This is an optimization exercise on Yosys and OpenROAD, whose aim is small area, a short achievable clock period and few clock cycles per item, not a production implementation.

// Milestone1_convert
module Milestone1_convert (
	input  logic          Clock,
	input  logic          Resetn,
	input  logic          Enable,
	input  logic   [15:0] SRAM_read_data,
	input  logic          redo,
	output logic          SRAM_we_n,
	output logic   [17:0] SRAM_address,
	output logic   [15:0] SRAM_write_data,
	output logic          Finish
);
localparam logic [1:0] T_NONE = 2'd0, T_Y = 2'd1, T_U = 2'd2, T_V = 2'd3;
localparam logic [1:0] K_NONE = 2'd0, K_EVEN = 2'd1, K_ODD = 2'd2, K_HOLD = 2'd3;
localparam logic [2:0] I_NONE = 3'd0, I_HI = 3'd1, I_LO = 3'd2, I_REP = 3'd3, I_PORT = 3'd4;
logic        run;           
logic [3:0]  nph;           
logic [7:0]  nk;            
logic        nlead;         
logic [15:0] y_addr;        
logic [15:0] u_addr;        
logic [17:0] rgb_addr;      
logic [1:0]  tag_a, tag_b, tag_c;    
logic [1:0]  kind_a, kind_b;         
logic        c_even, c_odd, c_hold, c_firv, c_ldv, c_ldu, c_ph2;
logic [2:0]  c_ins_u, c_ins_v;
logic [7:0]  y_lo;                  
logic [7:0]  y_sel;                 
logic [15:0] hu, hv;
logic [7:0]  su [0:5];
logic [7:0]  sv [0:5];
logic [8:0]  up_reg, vp_reg;        
logic [7:0]  b0_save;
function automatic logic [11:0] succ(input logic [3:0] p, input logic [7:0] kk);
	logic [3:0] p2;
	logic [7:0] k2;
	p2 = p + 4'd1;
	k2 = kk;
	if (p == 4'd4) begin
		if (kk == 8'd159) p2 = 4'd5;
		else begin p2 = 4'd0; k2 = kk + 8'd1; end
	end else if (p == 4'd9) begin
		p2 = 4'd0; k2 = 8'd0;
	end
	succ = {p2, k2};
endfunction
function automatic logic [5:0] ins_of(input logic [3:0] p, input logic [7:0] kk);
	logic [2:0] iu, iv;
	iu = I_NONE;
	iv = I_NONE;
	case (p)
	4'd0: begin
		if (kk == 8'd0)        iv = I_PORT;
		else if (kk <= 8'd155) iv = kk[0] ? I_LO : I_HI;
		else if (kk == 8'd159) iv = I_HI;
		else                   iv = I_REP;
	end
	4'd2: begin
		if (kk == 8'd0)        iu = I_PORT;
		else if (kk <= 8'd155) iu = kk[0] ? I_LO : I_HI;
		else if (kk == 8'd159) iu = I_HI;
		else                   iu = I_REP;
		if (kk == 8'd159)      iv = I_REP;
	end
	4'd3: if (kk == 8'd159) begin iu = I_REP; iv = I_REP; end
	4'd4: if (kk == 8'd159) begin iu = I_REP; iv = I_LO; end
	4'd5: iu = I_LO;
	4'd6: iv = I_HI;
	4'd7: begin iu = I_HI; iv = I_LO; end
	4'd8: iu = I_LO;
	default: ;
	endcase
	ins_of = {iu, iv};
endfunction
logic [3:0] nph2;
logic [7:0] nk2;
assign {nph2, nk2} = succ(nph, nk);
  ...
clock: 14.0 ns
lec_check: 0
cap_margin: 20
core_margin: 2
core_utilization: 40
cts_cluster_diameter: 70
cts_cluster_size: 44
slew_margin: 20
synth_hierarchical: 1
standard.sh (not shown) runs the stock make flow with config.mk's settings and CLKGATE_MAP_FILE= SYNTH_SCRIPT=/design/flow/synth_recipe.tcl, a recipe that flattens the netlist after the stock synthesis.
==> flow/flow/run.sh <==
#!/bin/bash
# Standard ORFS layout (standard.sh) with two changes in how it is made:
#  - the port buffers are buf_4 cells instead of the buffer ORFS picks
#  - timing repair aims at a setup margin below the design's clock period
# The SDC, clock period and I/O constraints are the standard flow's, unchanged.
set -euo pipefail
bash standard.sh SETUP_SLACK_MARGIN=10.0 "BUFFER_PORTS_ARGS=-buffer_cell sky130_fd_sc_hd__buf_4" finish > orfs_make.log 2>&1
The first run produced a clean layout.
Then changed:
==> flow/flow/run.sh (replaced) <==
#!/bin/bash
# Standard ORFS layout (standard.sh) with these changes in how it is made:
#  - the port buffers are buf_4 cells instead of the buffer ORFS picks
#  - clock tree: larger sink clusters, no dummy loads
#  - timing repair aims at a setup margin below the design's clock period
# The SDC, clock period and I/O constraints are the standard flow's, unchanged.
set -euo pipefail
bash standard.sh SETUP_SLACK_MARGIN=10.0 \
  "BUFFER_PORTS_ARGS=-buffer_cell sky130_fd_sc_hd__buf_4" \
  "CTS_ARGS=-sink_clustering_enable -repair_clock_nets -sink_clustering_size 36 -sink_clustering_max_diameter 70 -dont_use_dummy_load" \
  finish > orfs_make.log 2>&1
- CTS_CLUSTER_DIAMETER: 70 -> default
- CTS_CLUSTER_SIZE: 44 -> default
After rerunning:
- global-route usage barely changes
- hold slack degrades by 0.0034 ns
Then changed:
- GPL_TIMING_DRIVEN: default -> 1
Outcome: The changed run completed with no timing, DRC or antenna violations; critical path depth does not change; die area is unchanged; cell count stays the same; final area stays the same; maximum frequency does not change; first-iteration DRC count stays the same; hold slack stays the same.
Then changed:
==> flow/flow/run.sh (replaced) <==
#!/bin/bash
# Standard ORFS layout (standard.sh) with two changes in how it is made:
#  - the port buffers are buf_4 cells instead of the buffer ORFS picks
#  - timing repair aims at a setup margin below the design's clock period
# The SDC, clock period and I/O constraints are the standard flow's, unchanged.
set -euo pipefail
bash standard.sh SETUP_SLACK_MARGIN=10.0 "BUFFER_PORTS_ARGS=-buffer_cell sky130_fd_sc_hd__buf_4" finish > orfs_make.log 2>&1
- CTS_CLUSTER_DIAMETER: default -> 60
- CTS_CLUSTER_SIZE: default -> 24
- GPL_TIMING_DRIVEN: 1 -> default
The changed run finished clean.
Wire length grows by about 0.7%.
Critical path depth is unchanged.
Global-route usage grows by 0.24 points.
Then changed:
==> flow/run.sh (new file) <==
#!/bin/bash
# synth_recipe.tcl (not shown) runs the flow's synth.tcl, then flattens the netlist and writes it again
# the make line also repeats each setting of config.mk as NAME=value (left out here)
make -C /OpenROAD-flow-scripts/flow DESIGN_CONFIG=/design/flow/config.mk WORK_HOME=/design/flow/orfs CLKGATE_MAP_FILE= SYNTH_SCRIPT=/design/flow/synth_recipe.tcl finish
- CTS_CLUSTER_DIAMETER: 60 -> 70
- CTS_CLUSTER_SIZE: 24 -> 36
- SETUP_SLACK_MARGIN: default -> 5
removed: flow/flow/run.sh
removed: flow/standard.sh
Effect:
- area after synthesis stays the same
- flip-flop and latch count is unchanged
- clock skew went down by 0.012 ns
- fmax went down by 16%
- worst setup slack degrades by 0.72 ns
- routed wire length went down by 1.3%
- hold slack improves by 0.0080 ns
- non-clock buffer count went down by 6
Then changed:
==> flow/flow/run.sh (new file) <==
#!/bin/bash
# Standard ORFS layout (standard.sh) with two changes in how it is made:
#  - the port buffers are buf_4 cells instead of the buffer ORFS picks
#  - timing repair aims at a setup margin below the design's clock period
# The SDC, clock period and I/O constraints are the standard flow's, unchanged.
set -euo pipefail
bash standard.sh SETUP_SLACK_MARGIN=10.3 "BUFFER_PORTS_ARGS=-buffer_cell sky130_fd_sc_hd__buf_4" finish > orfs_make.log 2>&1
==> flow/standard.sh (new file) <==
#!/bin/bash
# synth_recipe.tcl (not shown) runs the flow's synth.tcl, then flattens the netlist and writes it again
# the make line also repeats each setting of config.mk as NAME=value (left out here)
make -C /OpenROAD-flow-scripts/flow DESIGN_CONFIG=/design/flow/config.mk WORK_HOME=/design/flow/orfs CLKGATE_MAP_FILE= SYNTH_SCRIPT=/design/flow/synth_recipe.tcl "${@:-finish}"
- SETUP_SLACK_MARGIN: 5 -> default
removed: flow/run.sh
=>
- core utilization rises by 1.1 points
- die area is unchanged
- setup slack gains 0.70 ns
- flip-flop and latch count does not change
No functional check of the RTL was part of any run of this note.

-- port drivers added, routing unchanged --
The flow's constraints put no driver on any port. The routed layouts listed below were extracted and timed again, unchanged, in two steps. Step 1 sets driving cells, clkbuf_16 on the clock port and buf_2 on the other inputs (assumed; they add their load-dependent delay and slew). Step 2 times the ports against the registers' clock, not the clock port: input delays grow and output delays shrink by t, the midpoint of the rising clock arrivals with the driver on. Slacks: ideal / step 1 / step 2; pairs: ideal / step 1.
run	t, ns	slack for setup (ns)	pins driven straight from the clock port
the first run	0.653	10.066 / 10.011 / 10.112	1
the second run	0.636	10.083 / 10.027 / 10.096	1
the third run	0.636	10.083 / 10.027 / 10.096	1
the fourth run	0.630	10.097 / 10.038 / 10.140	1
the fifth run	0.648	9.372 / 9.372 / 9.372	1
the sixth run	0.664	10.076 / 10.020 / 10.181	1
After both steps every run listed still meets setup and hold.
